Background: an optimization exercise with open tools, aiming at small area and a short achievable clock period. Do not read the settings as production practice.
Function was checked by simulation only, so behaviour that the tests miss may differ from the original.
Power figures rest on the tool's default switching activity, not on a simulated workload.

==> flow/design.v <==
module adder (
    input [31:0] a, b,
    output [31:0] result
);
assign result = a + b ;
endmodule
module subtractor (
    input [31:0] a, b,
    input c_in,
output [31:0] result 
);
assign result = a - b;
endmodule
module and_gate (
input [31:0] a, b,
output [31:0] result
);
assign result = a & b;
endmodule
module or_gate (
input [31:0] a, b,
output [31:0] result
);
assign result = a | b;
endmodule
module slte (
input [31:0] a, b,
output [31:0] result
);
assign result = (a <= b) ? 1 : 0;
endmodule
module slt (
input [31:0] a, b,
output [31:0] result
);
assign result = (a < b) ? 1 : 0;
endmodule
module shift_left (
input [31:0] a,
input [4:0] b,
output [31:0] result
);
assign result = a << b;
endmodule
module shift_right (
input [31:0] a,
input [4:0] b,
output [31:0] result
);
assign result = a >> b;
endmodule
module alu (
    input [31:0] op1, op2,
    input [2:0] alu_ctrl,
    output reg [31:0] result
);
wire [31:0] adder_out;
wire [31:0] sub_out;
wire [31:0] and_out;
wire [31:0] or_out;
wire [31:0] slte_out;
wire [31:0] slt_out;
wire [31:0] shift_left_out;
wire [31:0] shift_right_out;
adder adder_inst (
    .a(op1),
    .b(op2),
    .result(adder_out)
);
subtractor sub_inst (
    .a(op1),
    .b(op2),
    .c_in(1'b1),
    .result(sub_out)
);
and_gate and_inst (
    .a(op1),
    .b(op2),
    .result(and_out)
);
or_gate or_inst (
    .a(op1),
    .b(op2),
    .result(or_out)
);
slte slte_inst (
    .a(op1),
    .b(op2),
    .result(slte_out)
);
slt slt_inst (
    .a(op1),
    .b(op2),
    .result(slt_out)
);
shift_left shift_left_inst (
    .a(op1),
    .b(op2[4:0]),
    .result(shift_left_out)
);
shift_right shift_right_inst (
    .a(op1),
    .b(op2[4:0]),
    .result(shift_right_out)
);
always @(*)
begin
    case (alu_ctrl)
        3'b000: result = adder_out;  
        3'b001: result = sub_out;  
        3'b010: result = and_out;  
        3'b011: result = or_out;  
        3'b100: result = slte_out;  
        3'b101: result = slt_out;  
        3'b110: result = shift_left_out;  
        3'b111: result = shift_right_out;  
        default: result = 32'h0;  
    endcase
end
endmodule
module register_veda(
    input[4:0] read_reg_num1,
    input[4:0] read_reg_num2,
    input[4:0] write_reg,
    input[31:0] write_data,
    output[31:0] read_data1,
    output[31:0] read_data2,
    input write_enable,
    input clock,
    input mode,
    input reset
);
function [31:0] init_value;
input [4:0] idx;
begin
case(idx)
5'd0: init_value=17;
5'd17: init_value=16;
5'd18: init_value=4;
5'd19: init_value=2;
5'd20: init_value=3;
5'd21: init_value=10;
5'd22: init_value=9;
5'd23: init_value=11;
5'd24: init_value=8;
5'd25: init_value=7;
5'd26: init_value=6;
5'd27: init_value=1;
5'd29: init_value=1;
5'd30: init_value=11;
default: init_value=0;
endcase
end
endfunction
wire [31:0] mem[31:0];
genvar g;
generate
for (g = 0; g < 32; g = g + 1) begin:regs
reg [31:0] r;
always @(posedge clock or posedge reset)
begin
  if (reset) begin:loop0
    r <= init_value(g);
  end
  else if (write_enable && write_reg == g) begin:loop1
    r <= write_data;
  end
end
assign mem[g] = r;
end
endgenerate
assign read_data1=mem[read_reg_num1];
assign read_data2=mem[read_reg_num2];
endmodule
module control(opcode,alu_control,regwrite_ctrl,brnch_ctrl,imm_ctrl,lw_ctrl,sw_ctrl);
input[5:0] opcode;
output reg[2:0] alu_control;
output reg regwrite_ctrl;
output reg brnch_ctrl;
output reg imm_ctrl;
output reg lw_ctrl;
output reg sw_ctrl;
parameter Add=6'b000000;
parameter sub=6'b000001;
parameter addu=6'b000010;
parameter subu=6'b000011;
parameter addi=6'b000100;
parameter addiu=6'b000101;
parameter And=6'b000110;
parameter OR=6'b000111;
parameter andi=6'b001000;
parameter ori=6'b001001;
parameter sll=6'b001010;
parameter srl=6'b001011;
parameter lw=6'b001100;
parameter sw=6'b001101;
parameter beq=6'b001110;
parameter bne=6'b001111;
parameter bgt=6'b010000;
parameter bgte=6'b010001;
parameter ble=6'b010010;
parameter bleq=6'b010011;
parameter j=6'b010100;
parameter jr=6'b010101;
parameter jal=6'b010110;
parameter slt=6'b010111;
parameter slti=6'b011000;
always@(*) begin
case(opcode)
  Add: begin
    alu_control = 3'b000;
    regwrite_ctrl = 1'b1;
    brnch_ctrl = 1'b0;
    imm_ctrl=1'b0;
    lw_ctrl=1'b0;
    sw_ctrl=1'b0;
  end
  sub:begin 
    alu_control=3'b001;
    regwrite_ctrl=1'b1;
    brnch_ctrl=1'b0;
    imm_ctrl=1'b0;
    lw_ctrl=1'b0;
    sw_ctrl=1'b0;
  end
  addu:begin
    alu_control=3'b000;
    regwrite_ctrl=1'b1;
    brnch_ctrl=1'b0;
    imm_ctrl=1'b0;
    lw_ctrl=1'b0;
    sw_ctrl=1'b0;
  end
  subu:begin
    alu_control=3'b001;
    regwrite_ctrl=1'b1;
    brnch_ctrl=1'b0;
    imm_ctrl=1'b0;
    lw_ctrl=1'b0;
    sw_ctrl=1'b0;
  end
  addi:begin
    alu_control = 3'b000;
    regwrite_ctrl = 1'b1;
    brnch_ctrl = 1'b0;
    imm_ctrl=1'b1;
    lw_ctrl=1'b0;
    sw_ctrl=1'b0;
  end
  addiu:begin
    alu_control = 3'b000;
    regwrite_ctrl = 1'b1;
    brnch_ctrl = 1'b0;
    imm_ctrl=1'b1;
    lw_ctrl=1'b0;
    sw_ctrl=1'b0;
  end
  And:begin
    alu_control=3'b010;
    regwrite_ctrl=1'b1;
    brnch_ctrl=1'b0;
    imm_ctrl=1'b0;
    lw_ctrl=1'b0;
    sw_ctrl=1'b0;
  end
  OR:begin
    alu_control = 3'b011;
    regwrite_ctrl = 1'b1;
    brnch_ctrl = 1'b0;
    imm_ctrl=1'b0;
    lw_ctrl=1'b0;
    sw_ctrl=1'b0;
  end
  andi:begin
    alu_control = 3'b010;
    regwrite_ctrl = 1'b1;
    brnch_ctrl = 1'b0;
    imm_ctrl=1'b1;
    lw_ctrl=1'b0;
    sw_ctrl=1'b0;
  end
  ori:begin
    alu_control = 3'b011;
    regwrite_ctrl = 1'b1;
    brnch_ctrl = 1'b0;
    imm_ctrl=1'b1;
    lw_ctrl=1'b0;
    sw_ctrl=1'b0;
  end
  sll:begin
    alu_control = 3'b110;
    regwrite_ctrl = 1'b1;
    brnch_ctrl = 1'b0;
    imm_ctrl=1'b0;
    lw_ctrl=1'b0;
    sw_ctrl=1'b0;
  end
  srl:begin
    alu_control = 3'b111;
    regwrite_ctrl = 1'b1;
    brnch_ctrl = 1'b0;
    imm_ctrl=1'b0;
    lw_ctrl=1'b0;
    sw_ctrl=1'b0;
  end
  lw:begin
    alu_control=3'b0;
    regwrite_ctrl=1'b1;
    brnch_ctrl=1'b0;
    imm_ctrl=1'b0;
    lw_ctrl=1'b1;
    sw_ctrl=1'b0;
  end
  sw:begin
    alu_control=3'b0;
    regwrite_ctrl=1'b1;
    brnch_ctrl=1'b0;
    imm_ctrl=1'b0;
    lw_ctrl=1'b0;
    sw_ctrl=1'b1;
  end
  beq:begin
    alu_control=3'b001;
    regwrite_ctrl=1'b0;
    brnch_ctrl=1'b1;
    imm_ctrl=1'b1;
    lw_ctrl=1'b0;
    sw_ctrl=1'b0;
  end
  bne:begin
    alu_control=3'b001;
    regwrite_ctrl=1'b0;
    brnch_ctrl=1'b1;
    imm_ctrl=1'b0;
    lw_ctrl=1'b0;
    sw_ctrl=1'b0;
  end
  bgt:begin
    alu_control=3'b001;
    regwrite_ctrl=1'b0;
    brnch_ctrl=1'b1;
    imm_ctrl=1'b0;
    lw_ctrl=1'b0;
    sw_ctrl=1'b0;
  end
  bgte:begin
    alu_control=3'b101;
    regwrite_ctrl=1'b0;
    brnch_ctrl=1'b1;
    imm_ctrl=1'b0;
    lw_ctrl=1'b0;
    sw_ctrl=1'b0;
  end
  ble:begin
    alu_control=3'b100;
    regwrite_ctrl=1'b0;
    brnch_ctrl=1'b1;
    imm_ctrl=1'b0;
    lw_ctrl=1'b0;
    sw_ctrl=1'b0;
  end
  bleq:begin
    alu_control=3'b101;
    regwrite_ctrl=1'b0;
    brnch_ctrl=1'b1;
    imm_ctrl=1'b0;
    lw_ctrl=1'b0;
    sw_ctrl=1'b0;
  end
  j:begin
    alu_control=3'b000;
    regwrite_ctrl=1'b0;
    brnch_ctrl=1'b1;
    imm_ctrl=1'b0;
    lw_ctrl=1'b0;
    sw_ctrl=1'b0;
  end
  jr:begin
    alu_control=3'b000;
    regwrite_ctrl=1'b0;
    brnch_ctrl=1'b1;
    imm_ctrl=1'b0;
    lw_ctrl=1'b0;
    sw_ctrl=1'b0;
  end
  jal:begin
    alu_control=3'b000;
    regwrite_ctrl=1'b0;
    brnch_ctrl=1'b1;
    imm_ctrl=1'b0;
    lw_ctrl=1'b0;
    sw_ctrl=1'b0;
  end
  slt:begin
    alu_control=3'b101;
    regwrite_ctrl=1'b1;
    brnch_ctrl=1'b1;
    imm_ctrl=1'b0;
    lw_ctrl=1'b0;
    sw_ctrl=1'b0;
  end
  slti:begin
    alu_control=3'b101;
    regwrite_ctrl=1'b1;
    brnch_ctrl=1'b0;
    imm_ctrl=1'b1;
    lw_ctrl=1'b0;
    sw_ctrl=1'b0;
  end
  default:begin
    alu_control=3'b000;
    regwrite_ctrl=1'b0;
    brnch_ctrl=1'b0;
    imm_ctrl=1'b0;
    lw_ctrl=1'b0;
    sw_ctrl=1'b0;
  end
  endcase
end
endmodule
module datapath(
    input[4:0] read_reg_num1,
    input[4:0] read_reg_num2,
    input[4:0] write_reg,
    input[2:0] alu_control,
    input write_enable,
    input clock,
    input reset,
    input mode,
    input [15:0] immediate,
    input imm_ctrl,
    input lw_ctrl,
    input sw_ctrl,
    output[31:0] result,
    output[31:0] jr_data,
    output[4:0] dest_reg
);
    wire [31:0]read_data1;
    wire [31:0]read_data2;
        wire[31:0] result2;
    wire[4:0] write_reg1;
    wire[31:0] read_data12;
    wire[31:0] read_data22;
   register_veda reg_file_module(
    read_reg_num1,
    read_reg_num2,
    write_reg1,
    result,
    read_data1,
    read_data2,
    write_enable,
    clock,
    mode,
    reset
    );
    reg[31:0] rdata2;
    reg[31:0] rdata1;
    reg[4:0]  reg_write;
    reg[31:0] result1;
    always@(*) begin
    rdata1=read_data1;
    rdata2=read_data2;
    reg_write=write_reg;
    if(imm_ctrl) begin:loop1
    rdata1=immediate;
    rdata2=read_data2;
    end
    if(lw_ctrl) begin:loop3
    reg_write=read_reg_num1;
    rdata1=32'b0;
    rdata2=read_data2;
    end
    if(sw_ctrl) begin:loop5
    reg_write=read_reg_num2;
    rdata1=read_data1;
    rdata2=32'b0;
    end
    end
    assign read_data12=rdata1;
    assign read_data22=rdata2;
    assign write_reg1=reg_write;
    alu alu_module(read_data12,read_data22, alu_control, result);
    assign jr_data=read_data1;
    assign dest_reg=write_reg1;
endmodule
module cse_bubble(
input clk,
input reset,
output [7:0] imem_addr,
input [31:0] imem_data,
output rf_we,
output [4:0] rf_waddr,
output [31:0] rf_wdata
);
reg[7:0] program_counter;
reg[31:0] instruction;
reg[7:0] new_pc;
assign imem_addr=program_counter;
always@(posedge clk,posedge reset) begin
   if(reset) begin
     program_counter<=8'b0;
     instruction<=32'b0;
   end
   else begin
     program_counter<=new_pc;
     instruction<=imem_data;
   end
end
wire[2:0] aluctrl;
wire regwrite_ctrl;
wire brnch_ctrl;
wire imm_ctrl;
wire lw_ctrl;
wire sw_ctrl;
control cntrl(instruction[31:26],aluctrl,regwrite_ctrl,brnch_ctrl,imm_ctrl,lw_ctrl,sw_ctrl);
wire[31:0] result;
wire[31:0] read_data1;
wire[4:0] dest_reg;
datapath dp1(
.read_reg_num1(instruction[25:21]),
.read_reg_num2(instruction[20:16]),
.write_reg(instruction[15:11]),
.alu_control(aluctrl),
.write_enable(regwrite_ctrl),
.clock(clk),
.reset(reset),
.mode(1'b0),
.lw_ctrl(lw_ctrl),
.sw_ctrl(sw_ctrl),
.imm_ctrl(imm_ctrl),
.immediate(instruction[15:0]),
.result(result),
.jr_data(read_data1),
.dest_reg(dest_reg)
);
assign rf_we=regwrite_ctrl;
assign rf_waddr=dest_reg;
assign rf_wdata=result;
always @(*) begin
    if(brnch_ctrl) begin:loop1
    case(instruction[31:26])
    6'b001110:begin
    if(result==0) begin:loop2
    new_pc=program_counter+1+instruction[15:0];
    end
    else begin:loop3
    new_pc=program_counter+1;
    end
    end
    6'b001111:begin
    if(result==0) begin:loop4
    new_pc=program_counter+1;
    end
    else begin:loop5
    new_pc=program_counter+1+instruction[15:0];
    end
    end
    6'b01000:begin
    if(result==0) begin:loop6
    new_pc=program_counter+1+instruction[15:0];
    end
    else begin:loop7
    new_pc=program_counter+instruction[15:0];
    end
    end
    6'b010001:begin
    if(result==0) begin:loop8
    new_pc=program_counter+1+instruction[15:0];
    end
    else begin:loop9
    new_pc=program_counter+1;
    end
    end
    6'b010010:begin
     if(result== 1) begin:loop13
    new_pc=program_counter+1+instruction[15:0];
    end
    else begin:loop14
    new_pc=program_counter+1;
    end
    end
    6'b010011:begin
    if(result==1) begin:loop10
    new_pc=program_counter+1+instruction[15:0];
    end
    else begin:loop11
    new_pc=program_counter+1;
    end
    end
    6'b010100:begin
    new_pc=instruction[7:0];
    end
    6'b010101:begin
    new_pc=read_data1[7:0];
    end
    6'b010110:begin
    new_pc=program_counter+1;
    new_pc=instruction[7:0];
    end
    default:new_pc=program_counter+1;
    endcase
    end
    else begin:loop12
       new_pc = program_counter+1;
    end
end
endmodule
==> flow/run.sh <==
#!/bin/bash
# synth_recipe.tcl (not shown) runs the flow's synth.tcl, then flattens the netlist and writes it again
# the make line also repeats each setting of config.mk as NAME=value (left out here)
make -C /OpenROAD-flow-scripts/flow DESIGN_CONFIG=/design/flow/config.mk WORK_HOME=/design/flow/orfs CLKGATE_MAP_FILE= SYNTH_SCRIPT=/design/flow/synth_recipe.tcl finish
==> flow/config.mk <==
export PLATFORM = sky130hd
export DESIGN_NAME = cse_bubble
export DESIGN_NICKNAME = cse_bubble
export VERILOG_FILES = /design/flow/design.v
export SDC_FILE = /design/flow/constraint.sdc
export NUM_CORES = 4
export LEC_CHECK = 0
export CAP_MARGIN = 20
export CORE_MARGIN = 2
export CORE_UTILIZATION = 40
export SETUP_SLACK_MARGIN = 0.8
export SLEW_MARGIN = 20
==> flow/constraint.sdc <==
create_clock -name core_clock -period 11.0 [get_ports {clk}]
set_input_delay 2.2000 -clock core_clock [delete_from_list [all_inputs] [get_ports {clk}]]
set_output_delay 2.2000 -clock core_clock [all_outputs]
set_load 0.01 [all_outputs]
==> run notes <==
per-layer routing:
metal	track usage (%)	up-vias
li1	-	28459
met1	60.8	35265
met2	69.6	6807
met3	23.6	2190
met4	39.2	36
met5	2.41	-
final cells by class:
cell class,instances,area (um2)
Antenna cell,32,80.1
Clock buffer,156,3290
Clock inverter,68,932
Fill cell,15513,83800
Inverter,147,562
Multi-Input combinational cell,5986,35200
Sequential cell,1064,26700
Tap cell,2072,2590
Timing Repair Buffer,582,5090
power by group:
part / internal, uW / switching, uW
Sequential: 4510 / 744
Combinational: 1280 / 3090
Clock: 2480 / 1900
per-stage QoR:
| stage | total power (uW) | hold WS, ns |
|---|---|---|
| after CTS | 13700 | 0.471 |
| final | 14000 | 0.473 |
| after floorplan | 7170 | 0.441 |
| after global routing | 14300 | 0.499 |
| after global placement | 9300 | 0.455 |
| after detailed placement | 9300 | 0.460 |
flip-flops by register name (all words and copies together) (netlist names):
signal	flops
dp1.reg_file_module.regs.r	1024
instruction	32
program_counter	8
placed cells by master (no fill, tap or decap), types with 23 or more instances in the layout:
master	instances
a221oi_1	60
ha_1	105
a2111oi_0	48
dfstp_2	25
inv_1	136
buf_4	448
mux2_2	90
nor2_1	228
o21ai_0	808
clkbuf_16	118
nor2_4	44
a22oi_1	433
a21oi_1	219
o211ai_1	33
a211oi_1	47
xnor2_1	31
mux2i_1	91
nand2_1	1878
o22ai_1	44
buf_12	28
a22o_1	47
nor4_1	54
nor2b_1	23
clkdlybuf4s50_1	79
nand4_1	180
and3_1	224
nand3_1	508
diode_2	32
a32oi_1	26
nor3_1	104
dfrtp_1	1029
nand3b_1	24
worst max path at each step:
stage                                                    end  slack (ns)                       from
2_1_floorplan  dp1.reg_file_module.regs[0].r[10]$_DFFE_PP0P_       -5.85                      reset
3_3_place_gp                                     rf_wdata[0]        0.18  instruction[25]$_DFF_PP0_
3_5_place_dp                                     rf_wdata[0]        0.32  instruction[21]$_DFF_PP0_
4_1_cts                                          rf_wdata[0]        0.77  instruction[22]$_DFF_PP0_
5_1_grt                                         rf_wdata[30]        0.78  instruction[22]$_DFF_PP0_
6_report                                         rf_wdata[0]        0.70  instruction[21]$_DFF_PP0_
worst max-delay path: stages, from the launching register on:
cell and delay, ns:
dfrtp_4 0.57, buf_6 0.22, nor2b_4 0.52, buf_4 0.55, buf_6 0.55, nand3_1 0.14
nand4_1 0.15, nor4_1 0.08, a21oi_2 0.65, ha_1 0.43, inv_1 0.41, nand4_1 0.46
nor3_1 0.30, nand4_1 0.12, o21ai_0 0.46, a41oi_1 0.31, nand3_1 0.22, nor4_1 0.10
a32oi_2 0.31, clkdlybuf4s50_1 0.59
repair_timing:
item,in CTS,in global routing
setup endpoints to repair,23,18
setup buffers,49,29
resized for setup,87,97
gates cloned,5,5
pin swaps,19,19
kinds of logic after synthesis:
group	count (synthesis)	share of synthesized area, %
and+or+nand+nor	3530	25.4
AOI/OAI and AO/OA	2104	21.5
xor gates and xnor gates	39	0.536
muxes	188	3.19
buffers and inverters	845	5.17
adders and majority gates	115	2.31
DFF	1064	41.9
==> impl_metrics.tcl <==
set metrics [dict create \
    status "complete, no violations" \
    antenna_found_initial 41 \
    cts_tree "done" \
    wl_met3_um 66100 \
    area_growth_pct 16.9 \
    synthTopCellsByArea "dfrtp_1 (41%), nand2_1 (11%), o21ai_0 (6.4%), a22oi_1 (5.2%), nand3_1 (4.0%)" \
    r2r_end "program_counter[5]$_DFF_PP0_" \
    dp.final_hpwl_um 283000 \
    drc_errors 0 \
    powerDensity_mw_per_mm2 188 \
    worstPathRequired_ns 8.80 \
    layout-drive-gt1-share_pct 14.3 \
    rows 146 \
    first_pass_iters 10 \
    min_period_ns 10.30 \
    synth_seq_cells 1064 \
    max-vdd-ir-drop_uv 151 \
    endpoint_kind "primary output" \
    chipHeight_um 403 \
    synthTopCellsByCount "nand2_1 (1901), dfrtp_1 (1039), o21ai_0 (811)" \
    hp-class "register to register" \
    worstHoldStart "dp1.reg_file_module.regs[21].r[3]$_DFFE_PP1P_" \
    postSynthAreaPerCell_um2 8.07 \
    cts_buffers 118 \
    die_x_um 403 \
    routedLengthMet1_um 148000 \
    die_area_mm2 0.162 \
    hold_violations 0 \
    slew_violations 0 \
    core_mm2 0.158 \
    highest_layer "met5" \
    hold_path_end "dp1.reg_file_module.regs[21].r[3]$_DFFE_PP1P_" \
    grt_pass1_wl_um 570000 \
    routed-via-count 72757 \
    dp.cells 9760 \
    port_buffers 79 \
    crit_arrival_ns 8.10 \
    timing.rr.start "instruction[18]$_DFF_PP0_" \
    hold_buffers 0 \
    ys.flop_type "dfrtp_1" \
    rsz0062_at_grt "no" \
    route.met2.wl_um 167000 \
    placed_area_mm2 0.0685 \
    synth_edf_count 0 \
    gp_congestion 1.09 \
    fin_util_pct 47.1 \
    relSlewSlack_pct 11.2 \
    syn_area_mm2 0.0637 \
    r2r_setup_slack_ns 1.85 \
    cts_max_level 3 \
    track_usage_pct 50.7 \
    syn-instance-count 7885 \
    ys_seq_area_share_pct 41.9 \
    dp_slack_ns 0.322 \
    worst_pin_slew_ns 1.33 \
    path_clk_slew_ns 0.07 \
    yosysTopAreaCell "dfrtp_1" \
    grt_max_degree 141 \
    synth.top_cell.area_share_pct 40.8 \
    ios 80 \
    leakagePower_uw 0.0337 \
    root_buffer "clkbuf_16" \
    cp-start-kind "register" \
    ctsLongestPathBuffers 3 \
    final_nets 8048 \
    yosysUniqueCellTypes 103 \
    fin_cells 10107 \
    finalClockSkew_ns 0.0992 \
    critPathKind "register to primary output" \
    setup-violations-final 0 \
    fin_tns_setup_ns 0 \
    rr_worst_depth 23 \
    drt-total-wl_um 425000 \
    ant_nets 0 \
    ys_warn_count 5 \
    insertion_delay_ns 0.83 \
    stdcell_area_mm2 0.0744 \
    grt_pass1_vias 65915 \
    clock_sinks 1064 \
    first_iter_violations 12485 \
    synthesis.nets 8034 \
    worstPathMaxFanout 51 \
    setup_ws_ns 0.703 \
    grt_overflow 0 \
    async_reset_ff_share_pct 100 \
    maxCapViolCount 0 \
    fmax_mhz 97.1 \
    yosysMostFrequentCell "nand2_1" \
    viasPerCell 7.20 \
    wl_per_cell_um 42.1 \
    hold_path_depth 2 \
    initial_utilization_pct 40.2 \
    period_share_pct 93.6 \
]

-- separate check: timing with driven ports --
In the flow no input, the clock included, has a driving cell. The finished layout below was timed again as built, in two steps.
Step 1: set_driving_cell puts a clkbuf_16 on clk and a buf_2 on each other input, an assumption about the parent block.
Step 2, shift: input delay + t, output delay - t, t = (earliest + latest rising clock arrival at the registers) / 2. This alone moves slack from input paths to output paths.
Slacks: ideal / step 1 / step 2; pairs: ideal / step 1.
t, ns: 0.873
setup slack, ns: 0.703 / 0.608 / 1.481
worst hold slack (ns): 0.473 / 0.473 / 0.473
worst register clock-pin slew, ns: 0.08 / 0.08
worst data-port slew with drivers (ns): 0.07
After both steps this run still meets setup and hold. For this run, drivers alone change the setup slack by -0.095 ns; drivers and shift together by +0.778 ns.
